Source: an optimization exercise on an open RTL-to-GDS flow (aim: small area and a short achievable clock period). Production flows keep margins and buffers that such runs may drop.
Function not checked in this run: the RTL went through the layout flow alone.
No activity file was given, so power comes from the tool's default toggle rates.

## flow/design.v

```verilog
module fp_add#(
    parameter pDATA_WIDTH = 64,
    parameter pEXP_WIDTH  = 11, 
    parameter pFRAC_WIDTH = 52
)
(
    in_A,
    in_B,
    clk,
    rst_n,
    in_valid,
    result,
    out_valid
);
input  [(pDATA_WIDTH-1):0]          in_A ;
input  [(pDATA_WIDTH-1):0]          in_B ;
input                               clk  ;
input                               rst_n ;
input                               in_valid ;
output [(pDATA_WIDTH-1):0]          result;
output                              out_valid ;   
localparam pADDER_WIDTH = pFRAC_WIDTH*2+3;
localparam LOD_WIDTH    = 11'd128;
wire[(pFRAC_WIDTH):0]               frac_a;
wire[(pFRAC_WIDTH):0]               frac_b;
wire                                sign_a;
wire                                sign_b;
wire                                hid_a;
wire                                hid_b;
wire[(pEXP_WIDTH-1):0]              exp_a;
wire[(pEXP_WIDTH-1):0]              exp_b;
wire[(pEXP_WIDTH-1):0]              exp_diff_ab;
wire[(pEXP_WIDTH-1):0]              exp_diff_ba;
wire                                exp_compare;
wire                                inf_a;
wire                                inf_b;
wire                                NaN  ;
wire                                mantissa_nonzero_a;
wire                                mantissa_nonzero_b;
reg [(pEXP_WIDTH-1):0]              pip1_exp_diff_ab ;
reg [(pEXP_WIDTH-1):0]              pip1_exp_diff_ba ;
reg [(pEXP_WIDTH-1):0]              pip1_exp_a  ;     
reg [(pEXP_WIDTH-1):0]              pip1_exp_b  ;        
reg [(pFRAC_WIDTH):0]               pip1_frac_a ;     
reg [(pFRAC_WIDTH):0]               pip1_frac_b ;
reg                                 pip1_sign_a ;     
reg                                 pip1_sign_b ;    
reg                                 pip1_inf_a ;
reg                                 pip1_inf_b ;
reg                                 pip1_NaN   ;
reg                                 pip1_exp_compare ;
reg                                 pip1_v; 
wire[(pADDER_WIDTH-1):0]            frac_a_expand;      
wire[(pADDER_WIDTH-1):0]            frac_b_expand;
wire[(pADDER_WIDTH-1):0]            frac_a_shifted;      
wire[(pADDER_WIDTH-1):0]            frac_b_shifted;  
wire[(pEXP_WIDTH-1):0]              exp_diff; 
reg [1:0]                           op;
wire[1:0]                           sign_ab;
reg [(pADDER_WIDTH-1):0]            pip2_frac_a;
reg [(pADDER_WIDTH-1):0]            pip2_frac_b;
reg [1:0]                           pip2_op;
reg [1:0]                           pip2_sign_ab;
reg [(pEXP_WIDTH-1):0]              pip2_exp ;
reg                                 pip2_v ;
reg                                 pip2_inf_a ;
reg                                 pip2_inf_b ;
reg                                 pip2_NaN   ;
wire signed[(pADDER_WIDTH-1):0]     frac_a_add_b;
wire signed[(pADDER_WIDTH-1):0]     frac_a_sub_b;
wire signed[(pADDER_WIDTH-1):0]     frac_b_sub_a;
reg  signed[(pADDER_WIDTH-1):0]     frac_result ;
reg [1:0]                           pip3_op;
reg [(pADDER_WIDTH-1):0]            pip3_frac_result;
reg [(pEXP_WIDTH-1):0]              pip3_exp;
reg                                 pip3_v;
reg [1:0]                           pip3_sign_ab ;
reg                                 pip3_inf_a ;
reg                                 pip3_inf_b ;
reg                                 pip3_NaN   ;
wire                                inf_case  ;
wire                                lsb         ;
wire                                guard_bit   ;
wire                                round_bit   ;
wire                                sticky_bit  ;
reg                                 result_sign ;
wire[(pADDER_WIDTH-1):0]            frac_abs    ;
wire[(LOD_WIDTH-1):0]               frac_abs_expand;
wire[(pADDER_WIDTH-1):0]            frac_normal_0;
wire[(pEXP_WIDTH-1)  :0]            exp_normal_0 ;
wire                                frac_sign;
wire[(pEXP_WIDTH-1):0]              shift;
wire[(pEXP_WIDTH-1):0]              shift_amount;
wire[(pEXP_WIDTH-1):0]              shift_frac;
wire[(pEXP_WIDTH-1):0]              maximum_shift;
reg                                 pip4_lsb;
reg                                 pip4_sticky;
reg                                 pip4_guard;
reg                                 pip4_round;
reg                                 pip4_result_sign;
reg [(pEXP_WIDTH-1)  :0]            pip4_exp ;
reg [(pFRAC_WIDTH-1):0]             pip4_frac;
reg                                 pip4_v;
reg                                 pip4_inf;
reg                                 pip4_NaN;
wire[(pFRAC_WIDTH) :0]              frac_normal_0_expand;
wire[(pFRAC_WIDTH) :0]              frac_rounded;
reg                                 round_op;
wire[(pFRAC_WIDTH) :0]              frac_normal_1;
wire[(pEXP_WIDTH-1):0]              exp_normal_1;
reg                                 pip5_result_sign;
reg [(pEXP_WIDTH-1):0]              pip5_exp;
reg [(pFRAC_WIDTH-1):0]             pip5_frac;
reg                                 pip5_v;
wire                                pip5_result_sign_nxt;
wire                                nonzero_case ;
assign NaN    = (in_A[pDATA_WIDTH-1] != in_B[pDATA_WIDTH-1])? ((inf_a & inf_b) | ( ((inf_a & mantissa_nonzero_a) | (inf_b & mantissa_nonzero_b)) )) : ((inf_a & mantissa_nonzero_a) | (inf_b & mantissa_nonzero_b));
assign exp_a  = in_A[(pDATA_WIDTH-2) : pFRAC_WIDTH]; 
assign exp_b  = in_B[(pDATA_WIDTH-2) : pFRAC_WIDTH];
assign hid_a  = |exp_a;
assign hid_b  = |exp_b;
assign inf_a  = &(exp_a);
assign inf_b  = &(exp_b);
assign frac_a = {hid_a , in_A[(pFRAC_WIDTH-1) : 0]};     
assign frac_b = {hid_b , in_B[(pFRAC_WIDTH-1) : 0]};     
assign mantissa_nonzero_a  = (| (in_A[(pFRAC_WIDTH-1):0]));
assign mantissa_nonzero_b  = (| (in_B[(pFRAC_WIDTH-1):0]));
assign sign_a = in_A[pDATA_WIDTH-1];
assign sign_b = in_B[pDATA_WIDTH-1];
assign exp_compare = (exp_a > exp_b)? 1'b1 : 1'b0;
assign exp_diff_ab = exp_a - exp_b ;
assign exp_diff_ba = exp_b - exp_a ;
always @(posedge clk or negedge rst_n) begin
    if(!rst_n)begin
        pip1_exp_compare <= 1'b0;
        pip1_exp_diff_ab <= {(pEXP_WIDTH){1'b0}}; 
        pip1_exp_diff_ba <= {(pEXP_WIDTH){1'b0}}; 
        pip1_NaN         <= 1'b0;
        pip1_inf_a       <= 1'b0 ;
        pip1_inf_b       <= 1'b0 ;
        pip1_frac_a      <= {(pFRAC_WIDTH+1){1'b0}} ;
        pip1_frac_b      <= {(pFRAC_WIDTH+1){1'b0}} ;
        pip1_sign_a      <= 1'b0;
        pip1_sign_b      <= 1'b0;
        pip1_exp_a       <= {(pEXP_WIDTH){1'b0}};
        pip1_exp_b       <= {(pEXP_WIDTH){1'b0}};
        pip1_v           <= 1'b0;
    end else begin
        pip1_exp_compare <= exp_compare;
        pip1_exp_diff_ab <= exp_diff_ab;
        pip1_exp_diff_ba <= exp_diff_ba;
        pip1_NaN         <= NaN ;
        pip1_inf_a       <= inf_a ;
        pip1_inf_b       <= inf_b ;
        pip1_frac_a      <= frac_a ;
        pip1_frac_b      <= frac_b ;
        pip1_sign_a      <= sign_a;
        pip1_sign_b      <= sign_b;
        pip1_exp_a       <= exp_a ;
        pip1_exp_b       <= exp_b ;
        pip1_v           <= in_valid;
    end
end
assign exp_diff       = (pip1_exp_compare)?   pip1_exp_diff_ab : pip1_exp_diff_ba;
assign frac_a_expand  = (|pip1_exp_a)?  {2'b00 ,pip1_frac_a , {(pADDER_WIDTH-pFRAC_WIDTH-3){1'b0}}} : {1'b0 ,pip1_frac_a , {(pADDER_WIDTH-pFRAC_WIDTH-2){1'b0}}};
assign frac_b_expand  = (|pip1_exp_b)?  {2'b00 ,pip1_frac_b , {(pADDER_WIDTH-pFRAC_WIDTH-3){1'b0}}} : {1'b0 ,pip1_frac_b , {(pADDER_WIDTH-pFRAC_WIDTH-2){1'b0}}};
assign frac_a_shifted = (pip1_exp_compare)?              frac_a_expand  : (frac_a_expand >> exp_diff);
assign frac_b_shifted = (pip1_exp_compare)? (frac_b_expand >> exp_diff) : frac_b_expand;
localparam negA_negB    = 2'b11;
localparam negA_posB    = 2'b10;
localparam posA_negB    = 2'b01;
localparam posA_posB    = 2'b00;
localparam A_SUB_B      = 2'd1 ;
localparam B_SUB_A      = 2'd2 ;
localparam A_ADD_B      = 2'd3 ;
assign sign_ab          = {pip1_sign_a , pip1_sign_b};
always @(*) begin
    case(sign_ab)
        negA_negB : op = A_ADD_B;
        negA_posB : op = B_SUB_A;
        posA_negB : op = A_SUB_B;
        posA_posB : op = A_ADD_B;
        default   : op = 2'd0;
    endcase
end
always @(posedge clk or negedge rst_n)begin
    if(!rst_n)begin
        pip2_op           <= 2'd0;
        pip2_NaN          <= 1'b0 ;
        pip2_inf_a        <= 1'b0 ;
        pip2_inf_b        <= 1'b0 ;
        pip2_sign_ab      <= 2'd0;
        pip2_frac_a       <= {(pADDER_WIDTH){1'b0}};
        pip2_frac_b       <= {(pADDER_WIDTH){1'b0}};
        pip2_exp          <= {(pEXP_WIDTH){1'b0}};
        pip2_v            <= 1'b0;
    end else begin
        pip2_op           <= op;
        pip2_sign_ab      <= sign_ab;
        pip2_NaN          <= pip1_NaN   ;
        pip2_inf_a        <= pip1_inf_a ;
        pip2_inf_b        <= pip1_inf_b ;
        pip2_frac_a       <= frac_a_shifted ;
        pip2_frac_b       <= frac_b_shifted ;
        pip2_exp          <= (pip1_exp_compare)? pip1_exp_a : pip1_exp_b ;
        pip2_v            <= pip1_v;
    end
end
    add_107  add107_01(
        .in_A( pip2_frac_a  ),
        .in_B( pip2_frac_b  ),
        .result( frac_a_add_b )
    );
    sub_107 sub_107_00(
        .in_A( pip2_frac_a  ),
        .in_B( pip2_frac_b  ),
        .result( frac_a_sub_b )
    );
    sub_107 sub_107_01(
        .in_A( pip2_frac_b  ),
        .in_B( pip2_frac_a  ),
        .result( frac_b_sub_a )
    );
always @(*)begin
    case(pip2_op)
            A_ADD_B : frac_result = frac_a_add_b;
            A_SUB_B : frac_result = frac_a_sub_b;
            B_SUB_A : frac_result = frac_b_sub_a;
            default : frac_result = frac_a_add_b;
    endcase
end
always @(posedge clk or negedge rst_n) begin
    if(!rst_n)begin
        pip3_NaN         <= 1'b0 ;
        pip3_inf_a       <= 1'b0 ;
        pip3_inf_b       <= 1'b0 ;
        pip3_frac_result <= {(pADDER_WIDTH){1'b0}};
        pip3_exp         <= {(pEXP_WIDTH){1'b0}};
        pip3_sign_ab     <= 2'd0;
        pip3_v           <= 1'b0;
    end else begin
        pip3_NaN         <= pip2_NaN   ;
        pip3_inf_a       <= pip2_inf_a ;
        pip3_inf_b       <= pip2_inf_b ;
        pip3_frac_result <= frac_result;
        pip3_exp         <= pip2_exp;
        pip3_sign_ab     <= pip2_sign_ab;
        pip3_v           <= pip2_v;
    end
end
localparam  postive      = 1'b0;
localparam  negative     = 1'b1;
assign frac_sign     = pip3_frac_result[pADDER_WIDTH-1];                                                                         
assign frac_abs      = (frac_sign)?  (((~ pip3_frac_result) + {{(pADDER_WIDTH-1){1'b0}} , 1'b1})) : (pip3_frac_result );           
assign inf_case      = pip3_inf_a | pip3_inf_b ;
assign maximum_shift = pADDER_WIDTH-1;                                                                                          
assign frac_normal_0 =   (shift > 1)?       (frac_abs << shift_amount) : (frac_abs >> 1) ;
assign exp_normal_0  =  (shift < pADDER_WIDTH)? ( (shift > 1)?    (pip3_exp - shift_amount)  : (pip3_exp + 1) ): {(pEXP_WIDTH){1'b0}}  ;
assign shift_amount  = (shift_frac > pip3_exp)?       pip3_exp  : shift_frac ;
assign shift_frac    = (shift > 1)?                 (shift - 2) : {(pEXP_WIDTH){1'b0}} ;
assign frac_abs_expand = {frac_abs , {(LOD_WIDTH-pADDER_WIDTH){1'b0}}};
LOD_128 #(LOD_WIDTH , pEXP_WIDTH) compute_zero_num(.A(frac_abs_expand) , .position(shift));
assign lsb           = frac_normal_0[(pADDER_WIDTH-pFRAC_WIDTH-3)];
assign guard_bit     = frac_normal_0[(pADDER_WIDTH-pFRAC_WIDTH-4)];
assign round_bit     = frac_normal_0[(pADDER_WIDTH-pFRAC_WIDTH-5)];
assign sticky_bit    = | frac_normal_0[(pADDER_WIDTH-pFRAC_WIDTH-6) : 0];
always @(*) begin
    if(pip3_inf_a || pip3_inf_b)begin
        result_sign = (pip3_inf_a)?  pip3_sign_ab[1] : pip3_sign_ab[0] ;   
    end else begin
        case(pip3_sign_ab)
            posA_negB : result_sign = (frac_sign)?  negative : postive;
            posA_posB : result_sign = postive ;
            negA_negB : result_sign = negative;
            negA_posB : result_sign = (frac_sign)?  negative : postive;
        endcase
    end
end
always @(posedge clk or negedge rst_n) begin
    if(!rst_n)begin
        pip4_NaN         <= 1'b0;
        pip4_inf         <= 1'b0;
        pip4_lsb         <= 1'b0;
        pip4_sticky      <= 1'b0;
        pip4_guard       <= 1'b0;
        pip4_round       <= 1'b0;
        pip4_exp         <= {(pEXP_WIDTH){1'b0}};
        pip4_frac        <= {(pFRAC_WIDTH){1'b0}};
        pip4_result_sign <= 1'b0;
        pip4_v           <= 1'b0;
    end else begin
        pip4_NaN         <= pip3_NaN;
        pip4_inf         <= inf_case;
        pip4_lsb         <= lsb;
        pip4_sticky      <= sticky_bit;
        pip4_guard       <= guard_bit;
        pip4_round       <= round_bit;
        pip4_exp         <= exp_normal_0;
        pip4_frac        <= frac_normal_0[(pADDER_WIDTH-4):(pADDER_WIDTH-pFRAC_WIDTH-3)];
        pip4_result_sign <= result_sign;
        pip4_v           <= pip3_v;
    end
end
localparam  ROUNDING        = 1'b0;
localparam  NO_ROUNDING     = 1'b1;
assign frac_normal_0_expand = {1'b0 , pip4_frac};
assign frac_rounded         = (round_op == ROUNDING)?  (frac_normal_0_expand + {{(pFRAC_WIDTH){1'b0}} , 1'b1}) : frac_normal_0_expand ;
assign frac_normal_1        = (pip4_NaN)? {{(pFRAC_WIDTH){1'b0}} , 1'b1} : ((pip4_inf)?  {(pFRAC_WIDTH+1){1'b0}} : ( (frac_rounded[pFRAC_WIDTH])?  {(pFRAC_WIDTH+1){1'b0}} : frac_rounded ) );   
assign exp_normal_1         = (pip4_NaN)? {(pEXP_WIDTH){1'b1}}           : ((pip4_inf)?  {(pEXP_WIDTH){1'b1}}    : ( (frac_rounded[pFRAC_WIDTH])?  (pip4_exp + {{(pEXP_WIDTH-1){1'b0}} , 1'b1})  : pip4_exp));
assign pip5_result_sign_nxt = (pip4_NaN)? 1'b0                           : pip4_result_sign;
always @(*) begin
    if(pip4_guard)begin
        round_op = (! pip4_lsb)?  ((pip4_round | pip4_sticky )? ROUNDING : NO_ROUNDING ) : ROUNDING;
    end else begin
        round_op = NO_ROUNDING;
    end
end
always @(posedge clk or negedge rst_n) begin
    if(!rst_n)begin
        pip5_result_sign <= 1'b0;
        pip5_exp         <= {(pEXP_WIDTH){1'b0}};
        pip5_frac        <= {(pFRAC_WIDTH){1'b0}};
        pip5_v           <= 1'b0;
    end else begin
        pip5_result_sign <= pip5_result_sign_nxt ;
        pip5_exp         <= exp_normal_1;
        pip5_frac        <= frac_normal_1[(pFRAC_WIDTH-1): 0];
        pip5_v           <= pip4_v;
    end
end
assign nonzero_case  = (| pip5_exp) | (| pip5_frac) ;
assign result        = (| pip5_exp)? {( pip5_result_sign & nonzero_case ) , pip5_exp , pip5_frac} : {( pip5_result_sign & nonzero_case ) , pip5_exp , (pip5_frac>>1)};
assign out_valid     = pip5_v;
endmodule
    module add_107 (
        input [106:0] in_A,
        input [106:0] in_B,
        output[106:0] result
    );
    wire[111:0]     result_expand;
    wire[111:0]     in_A_expand;
    wire[111:0]     in_B_expand;
    wire[7:0]       part_A[0:13];
    wire[7:0]       part_B[0:13];
    wire[8:0]       result_predict_zero[0:13];
    wire[8:0]       result_predict_one [0:13];
    wire            logic_one;
    wire            logic_zero;
    wire[8:0]       r[0:13];            
    assign logic_one   = 1'b1;
    assign logic_zero  = 1'b0;
    assign in_A_expand = {5'd0 ,in_A};
    assign in_B_expand = {5'd0 ,in_B};
    genvar i;
    generate
        for(i=0 ; i<14 ; i=i+1)begin : GEN_PART
            assign part_A[i] = in_A_expand[(8*i+7):(8*i)] ;
            assign part_B[i] = in_B_expand[(8*i+7):(8*i)] ;
        end
    endgenerate
        CLA_8 CLA8_zero(
            .Cin(logic_zero),
            .A( part_A[0] ),
            .B( part_B[0] ),
            .result(result_predict_zero[0])
        );
    genvar j;
    generate
        for(j=1 ; j<14 ; j=j+1)begin : GEN_CLA8
            CLA_8 CLA8_0(
                    .Cin(logic_zero),
                    .A( part_A[j] ),
                    .B( part_B[j] ),
                    .result(result_predict_zero[j])
            );
            CLA_8 CLA8_1(
                    .Cin(logic_one),
                    .A( part_A[j] ),
                    .B( part_B[j] ),
                    .result(result_predict_one[j])
            );
        end
    endgenerate
    assign r[0] = result_predict_zero[0];
    genvar k ;
    generate 
        for(k=1 ; k<14 ; k=k+1)begin : GEN_result
            assign r[k] = (r[k-1][8])? result_predict_one[k] : result_predict_zero[k];
        end
    endgenerate
    assign result_expand    = {r[13][7:0] , r[12][7:0] , r[11][7:0] , r[10][7:0],
                            r[9][7:0]  , r[8][7:0]  , r[7][7:0]  , r[6][7:0],
                            r[5][7:0]  , r[4][7:0]  , r[3][7:0]  , r[2][7:0],
                            r[1][7:0]  , r[0][7:0]  };
    assign result           = result_expand[106:0];
    endmodule
    module sub_107 (
        input [106:0] in_A,
        input [106:0] in_B,
        output[106:0] result
    );
    wire[106:0]     in_B_inv;
    wire[106:0]     logic_one_L;
    wire[106:0]     in_B_sub;
    wire[111:0]     result_expand;
    wire[111:0]     in_A_expand;
    wire[111:0]     in_B_expand;
    wire[7:0]       part_A[0:13];
    wire[7:0]       part_B[0:13];
    wire[8:0]       result_predict_zero[0:13];
    wire[8:0]       result_predict_one [0:13];
    wire            logic_one;
    wire            logic_zero;
    wire[8:0]       r[0:13];            
    assign in_B_inv     = ~in_B;
    assign logic_one_L  = {106'd0 , 1'b1};
    assign logic_one   = 1'b1;
    assign logic_zero  = 1'b0;
    assign in_A_expand = {5'd0     , in_A};
    assign in_B_expand = {5'b11111 , in_B_sub };
    add_107 adder(
        . in_A(in_B_inv ),
        . in_B(logic_one_L ),
        . result(in_B_sub)
    );
    genvar i;
    generate
        for(i=0 ; i<14 ; i=i+1)begin : GEN_PART
            assign part_A[i] = in_A_expand[(8*i+7):(8*i)] ;
            assign part_B[i] = in_B_expand[(8*i+7):(8*i)] ;
        end
    endgenerate
        CLA_8 CLA8_zero(
            .Cin(logic_zero),
            .A( part_A[0] ),
            .B( part_B[0] ),
            .result(result_predict_zero[0])
        );
    genvar j;
    generate
        for(j=1 ; j<14 ; j=j+1)begin : GEN_CLA8
            CLA_8 CLA8_0(
                    .Cin(logic_zero),
                    .A( part_A[j] ),
                    .B( part_B[j] ),
                    .result(result_predict_zero[j])
            );
            CLA_8 CLA8_1(
                    .Cin(logic_one),
                    .A( part_A[j] ),
                    .B( part_B[j] ),
                    .result(result_predict_one[j])
            );
        end
    endgenerate
    assign r[0] = result_predict_zero[0];
    genvar k ;
    generate 
        for(k=1 ; k<14 ; k=k+1)begin : GEN_result
            assign r[k] = (r[k-1][8])? result_predict_one[k] : result_predict_zero[k];
        end
    endgenerate
    assign result_expand    = {r[13][7:0] , r[12][7:0] , r[11][7:0] , r[10][7:0],
                            r[9][7:0]  , r[8][7:0]  , r[7][7:0]  , r[6][7:0],
                            r[5][7:0]  , r[4][7:0]  , r[3][7:0]  , r[2][7:0],
                            r[1][7:0]  , r[0][7:0]  };
    assign result           = result_expand[106:0];
    endmodule
module CLA_8(
    input  wire        Cin,
    input  wire [7:0]  A,
    input  wire [7:0]  B,
    output wire [8:0]  result
);
    reg [7:0] G, P, S;
    reg [8:0] C;  
    integer i;
    assign result = {C[8], S};
    always @(*) begin
        C[1] = G[0] | (P[0] & C[0]);
        C[2] = G[1] | (P[1] & G[0]) | (P[1] & P[0] & C[0]);
        C[3] = G[2] | (P[2] & G[1]) | (P[2] & P[1] & G[0]) | (P[2] & P[1] & P[0] & C[0]);
        C[4] = G[3] | (P[3] & G[2]) | (P[3] & P[2] & G[1]) | (P[3] & P[2] & P[1] & G[0]) | (P[3] & P[2] & P[1] & P[0] & C[0]);
        C[5] = G[4] | (P[4] & G[3]) | (P[4] & P[3] & G[2]) | (P[4] & P[3] & P[2] & G[1]) | (P[4] & P[3] & P[2] & P[1] & G[0]) | (P[4] & P[3] & P[2] & P[1] & P[0] & C[0]);
        C[6] = G[5] | (P[5] & G[4]) | (P[5] & P[4] & G[3]) | (P[5] & P[4] & P[3] & G[2]) | (P[5] & P[4] & P[3] & P[2] & G[1]) | (P[5] & P[4] & P[3] & P[2] & P[1] & G[0]) | (P[5] & P[4] & P[3] & P[2] & P[1] & P[0] & C[0]);
        C[7] = G[6] | (P[6] & G[5]) | (P[6] & P[5] & G[4]) | (P[6] & P[5] & P[4] & G[3]) | (P[6] & P[5] & P[4] & P[3] & G[2]) | (P[6] & P[5] & P[4] & P[3] & P[2] & G[1]) | (P[6] & P[5] & P[4] & P[3] & P[2] & P[1] & G[0]) | (P[6] & P[5] & P[4] & P[3] & P[2] & P[1] & P[0] & C[0]);
        C[8] = G[7] | (P[7] & G[6]) | (P[7] & P[6] & G[5]) | (P[7] & P[6] & P[5] & G[4]) | (P[7] & P[6] & P[5] & P[4] & G[3]) | (P[7] & P[6] & P[5] & P[4] & P[3] & G[2]) | (P[7] & P[6] & P[5] & P[4] & P[3] & P[2] & G[1]) | (P[7] & P[6] & P[5] & P[4] & P[3] & P[2] & P[1] & G[0]) | (P[7] & P[6] & P[5] & P[4] & P[3] & P[2] & P[1] & P[0] & C[0]);
    end
    always @(*)begin
        C[0] = Cin;
    end
    always @(*) begin
        for (i = 0; i < 8; i = i + 1) begin
            G[i] = A[i] & B[i];
            P[i] = A[i] ^ B[i];
        end
    end
    always @(*) begin
        for (i = 0; i < 8; i = i + 1)begin
            S[i] = P[i] ^ C[i];
        end
    end
endmodule
module LOD_128 #(
    parameter pDATA_WIDTH    = 128,
    parameter pCOUNTER_WIDTH = 11
)(
    input [(pDATA_WIDTH-1)   :0] A,
    output[(pCOUNTER_WIDTH-1):0] position
);
localparam pSECOND_WIDTH  = pDATA_WIDTH  /2;    
localparam pTHIRD_WIDTH   = pSECOND_WIDTH/2;    
localparam pFOURTH_WIDTH  = pTHIRD_WIDTH /2;    
localparam pFIFTH_WIDTH   = pFOURTH_WIDTH/2;    
localparam pSIXTH_WIDTH   = pFIFTH_WIDTH/2 ;    
localparam pSEVENTH_WIDTH = pSIXTH_WIDTH/2 ;    
wire [6:0]                  data_chk;
wire [(pSECOND_WIDTH-1):0]  part_1;
wire [(pTHIRD_WIDTH-1):0]   part_2;
wire [(pFOURTH_WIDTH-1):0]  part_3;
wire [(pFIFTH_WIDTH-1):0]   part_4;
wire [(pSIXTH_WIDTH-1):0]   part_5;
wire [(pSEVENTH_WIDTH-1):0] part_6;
assign data_chk[6] = |A     [(pDATA_WIDTH-1):pSECOND_WIDTH];   
assign data_chk[5] = |part_1[(pSECOND_WIDTH-1): pTHIRD_WIDTH];
assign data_chk[4] = |part_2[(pTHIRD_WIDTH-1) : pFOURTH_WIDTH];
assign data_chk[3] = |part_3[(pFOURTH_WIDTH-1): pFIFTH_WIDTH ];
assign data_chk[2] = |part_4[(pFIFTH_WIDTH-1) : pSIXTH_WIDTH ];
assign data_chk[1] = |part_5[(pSIXTH_WIDTH-1) : pSEVENTH_WIDTH];
assign data_chk[0] = |part_6[(pSEVENTH_WIDTH-1)];
assign	part_1	 = (data_chk[6]) ?      A[(pDATA_WIDTH-1):pSECOND_WIDTH]    :      A[(pSECOND_WIDTH-1):0]; 
assign	part_2 	 = (data_chk[5]) ? part_1[(pSECOND_WIDTH-1):pTHIRD_WIDTH]   : part_1[(pTHIRD_WIDTH-1):0];		
assign	part_3 	 = (data_chk[4]) ? part_2[(pTHIRD_WIDTH-1) :pFOURTH_WIDTH]  : part_2[(pFOURTH_WIDTH-1):0];		
assign	part_4 	 = (data_chk[3]) ? part_3[(pFOURTH_WIDTH-1):pFIFTH_WIDTH]   : part_3[(pFIFTH_WIDTH-1 ):0];		
assign  part_5   = (data_chk[2]) ? part_4[(pFIFTH_WIDTH-1 ):pSIXTH_WIDTH]   : part_4[(pSIXTH_WIDTH-1):0];		
assign  part_6   = (data_chk[1]) ? part_5[(pSIXTH_WIDTH-1) :pSEVENTH_WIDTH] : part_5[(pSEVENTH_WIDTH-1):0];		
assign 	position = (|A) ? {{(pCOUNTER_WIDTH-7){1'b0}}, ~data_chk} : {{(pCOUNTER_WIDTH-8){1'b0}} , 8'd128} ;
endmodule
```

## flow/run.sh

```bash
#!/bin/bash
# synth_recipe.tcl (not shown) runs the flow's synth.tcl, then flattens the netlist and writes it again
# the make line also repeats each setting of config.mk as NAME=value (left out here)
make -C /OpenROAD-flow-scripts/flow DESIGN_CONFIG=/design/flow/config.mk WORK_HOME=/design/flow/orfs CLKGATE_MAP_FILE= SYNTH_SCRIPT=/design/flow/synth_recipe.tcl finish
```

## flow/config.mk

```make
export PLATFORM = sky130hd
export DESIGN_NAME = fp_add
export DESIGN_NICKNAME = fp_add
export VERILOG_FILES = /design/flow/design.v
export SDC_FILE = /design/flow/constraint.sdc
export NUM_CORES = 8
export LEC_CHECK = 0
export CAP_MARGIN = 20
export CORE_MARGIN = 2
export CORE_UTILIZATION = 40
export SLEW_MARGIN = 20
```

## flow/constraint.sdc

```tcl
create_clock -name core_clock -period 12.5 [get_ports {clk}]
set_input_delay 2.5000 -clock core_clock [delete_from_list [all_inputs] [get_ports {clk}]]
set_output_delay 2.5000 -clock core_clock [all_outputs]
set_load 0.01 [all_outputs]
```

==> reports/metrics.cfg <==
[worst_setup_path]
path_buf_inv = 11
critPathSlowestCell = or4_1
startpoint_type = flop
reg2regPathDepth = 57
max_stage_delay_ns = 0.56
cp_max_fo = 22
r2r_slack_ns = 0.41
crit_top_cell = buf_4
crit_arrival_ns = 12.75
crit_family = compound AO/OA/AOI/OAI gates
cp.required_ns = 13.15
path_class = reg -> reg
r2r-end = pip4_frac[30]
crit_path_end_kind = flop
r2r_start = pip3_frac_result[69]

[hold_path]
holdPathEnd = pip4_v
hp-start = pip3_v
hold_path_class = reg -> reg
whs_path_depth = 0

[sta]
worst_pin_slew_ns = 1.26
slew_headroom = 0.153
finClkSkew_ns = 0.0420
setup_viol = 0
layout_min_cycle_time_ns = 12.09
hold_viol = 0
max_freq_mhz = 82.7
slew_violations = 0
period_share = 0.968

[cts]
clk_pin_slew_ns = 0.06
numClockSinks = 646
cts_buffer_depth = 3
cts_max_level = 3
cts_tree = done
cts_made_buffers = 76
ctsHoldBuffers = 0
cts_root_buf = clkbuf_16
clock_insertion_delay_worst_skew_ns = 0.72

[cells_and_area]
area_growth_pct = 19.8
nNetsFinal = 8828
drive_gt1_frac = 0.153
final_core_util = 0.482

[floorplanning]
die_height_um = 400
die_w_um = 400
boundaryPins = 196
dieArea_um2 = 160000
core_um2 = 156000
start_util = 0.402
rows = 145

[synth]
synth_area_leaders = dfrtp_1, mux2i_1, ha_1
synth_area_um2 = 62900
ys_ff_latch = 646
ys_types = 103
synth_most_common_cell = nor2_1
syn_area_per_cell_um2 = 8.24
synth_edf_count = 0
syn_inst = 7624
ys.flop_type = dfrtp_1
ys_seq_area_frac = 0.257
yosysTopAreaCellShare = 0.257
synth_common_cells = nor2_1, mux2i_1, dfrtp_1
yosys.area.top_type = dfrtp_1
synth_nets = 8196
async_flop_share = 1.00
yosysWarnings = 4

[routing]
drt_pass1_iterations = 6
wl_met2_mm = 139
routedWlPerCell_um = 29.7
wirelength_mm = 308
num_vias = 64381
drc = 0
drt_iter0_drc = 6715
wl_met3_mm = 20.8
wl_met1_mm = 120
ant_nets = 0
dr.max_layer_used = met5
via_per_inst = 6.20

[place]
dp_hpwl_mm = 249
io_buffers = 195
gp_congestion = 1.07

[pwr]
irDropWorstVdd_mv = 0.279
total_power_mw = 22.8
p_per_area_nw_per_um2 = 303
leakage_nw = 34.2

[global_route]
grt_start_max_net_pins = 169
grt_overflow = 0
grt_pass1_vias = 62118
globalRouteTotalUtil = 0.370
grt_pass1_wl_mm = 438
antenna_found_initial = 34

[run]
drv_cap = 0

[outcome]
outcome = no timing/DRC/antenna violations

area by class of cell:
class / instances / area, um^2
Antenna cell: 9 / 22.5
Clock buffer: 99 / 2100
Clock inverter: 38 / 579
Fill cell: 15223 / 80900
Inverter: 237 / 893
Multi-Input combinational cell: 6308 / 44800
Sequential cell: 646 / 16200
Tap cell: 2058 / 2570
Timing Repair Buffer: 987 / 8120
power by group:
part	total (mW)	internal [mW]	switching (mW)
registers	3.02	2.50	0.523
logic	17.4	7.09	10.3
clock network	2.38	1.38	1.01
total	22.8	11.0	11.8
layout by cell type, fill, tap and decap left out, types with 73 or more instances in the layout:
cell type | synthesis | final
nor4_1 | 117 | 107
dfrtp_1 | 646 | 642
a21oi_1 | 480 | 478
nand3_1 | 211 | 206
a22oi_1 | 73 | 73
xnor2_1 | 363 | 362
xor2_1 | 284 | 282
nand2_1 | 629 | 626
o22ai_1 | 134 | 133
mux2_2 | 152 | 152
nand4_1 | 93 | 93
a221oi_1 | 114 | 111
mux2i_1 | 659 | 652
clkdlybuf4s50_1 | 0 | 194
nor2b_1 | 113 | 113
ha_1 | 435 | 432
a21o_1 | 148 | 147
inv_1 | 236 | 235
o21ai_0 | 405 | 402
nor3_1 | 142 | 140
buf_4 | 2 | 771
nor2_1 | 777 | 775
clkbuf_16 | 0 | 76
state kept, by name, indices dropped and copies added (netlist names), 52 cells and up:
signal / cells
pip3_frac_result: 107
pip4_frac: 52
pip1_frac_b: 53
pip5_frac: 52
pip2_frac_b: 106
pip2_frac_a: 106
pip1_frac_a: 53
layer usage:
| metal | up-vias | GRT usage |
|---|---|---|
| li1 | 29173 | - |
| met1 | 31325 | 0.450 |
| met2 | 3008 | 0.595 |
| met3 | 867 | 0.0551 |
| met4 | 8 | 0.278 |
| met5 | - | 0 |
worst reg2reg max path, delay by kind of cell (launching register included):
kind | cells | cell delay, ns
AO/OA/AOI/OAI | 22 | 5.08
AND/OR/NAND/NOR | 20 | 3.50
buffers and inverters | 11 | 1.73
flip-flops | 1 | 0.45
adder cells (fa/ha/maj) | 2 | 0.45
multiplexers | 1 | 0.45
XOR/XNOR | 1 | 0.36
per-stage QoR:
stage	instances	setup TNS, ns	instance area [um^2]	hold WS (ns)	worst slack (ns)
2_1_floorplan	7624	0	62900	0.331	0.0261
3_3_place_gp	10208	-0.228	72000	0.333	-0.163
3_5_place_dp	10208	-0.0380	72000	0.335	-0.0380
4_1_cts	10345	0	74700	0.348	0.119
5_1_grt	10373	-0.0654	75300	0.354	-0.0546
6_report	10382	0	75300	0.347	0.406
logic make-up (layout without fill, tap and decap cells):
family          Yosys count  count (layout)  share of synthesized area
compound gates         1940            1940                      0.203
xor+xnor                647             647                     0.0902
fa+ha+maj               441             441                     0.0885
buf+inv                 673            1361                     0.0414
flops                   646             646                      0.257
mux                     811             811                      0.132
other cells               0               9                          0
simple gates           2466            2469                      0.187
worst max path at each step:
stage | start | to | slack [ns] | cells past startpoint
after floorplan | pip3_frac_result[7] | pip4_exp[10] | 0.03 | 62
after global placement | pip3_frac_result[1] | pip4_frac[30] | -0.16 | 56
after detailed placement | pip3_frac_result[17] | pip4_frac[30] | -0.04 | 55
after CTS | pip3_frac_result[69] | pip4_frac[44] | 0.12 | 54
after global routing | pip3_frac_result[18] | pip4_sticky | -0.05 | 56
final | pip3_frac_result[69] | pip4_frac[30] | 0.41 | 57
what timing repair did:
item	in CTS	in global routing
pin swaps	0	18
buffers inserted	0	25
gates resized for setup	3	72
endpoints found under the setup margin	3	53
gates cloned	0	3

port drivers added, routing unchanged:
The results above use ideal ports. As a check the final layout listed here was re-extracted and re-timed, cells and wires unchanged.
Step 1, drivers: a clkbuf_16 drives clk and a buf_2 each remaining input, both assumed.
Step 2 times the ports against the registers' clock, not the clock port: input delays grow and output delays shrink by t, the midpoint of the rising clock arrivals with the driver on.
a / b / c = ideal ports / drivers / drivers and shift; a / b = the first two.
t, ns: 0.794
setup slack, ns: 0.406 / 0.406 / 0.406
worst register clock-pin slew, ns: 0.08 / 0.08
After both steps setup and hold are still met in this run. For this run, drivers alone change the setup slack by 0.000 ns; drivers and shift together by 0.000 ns.
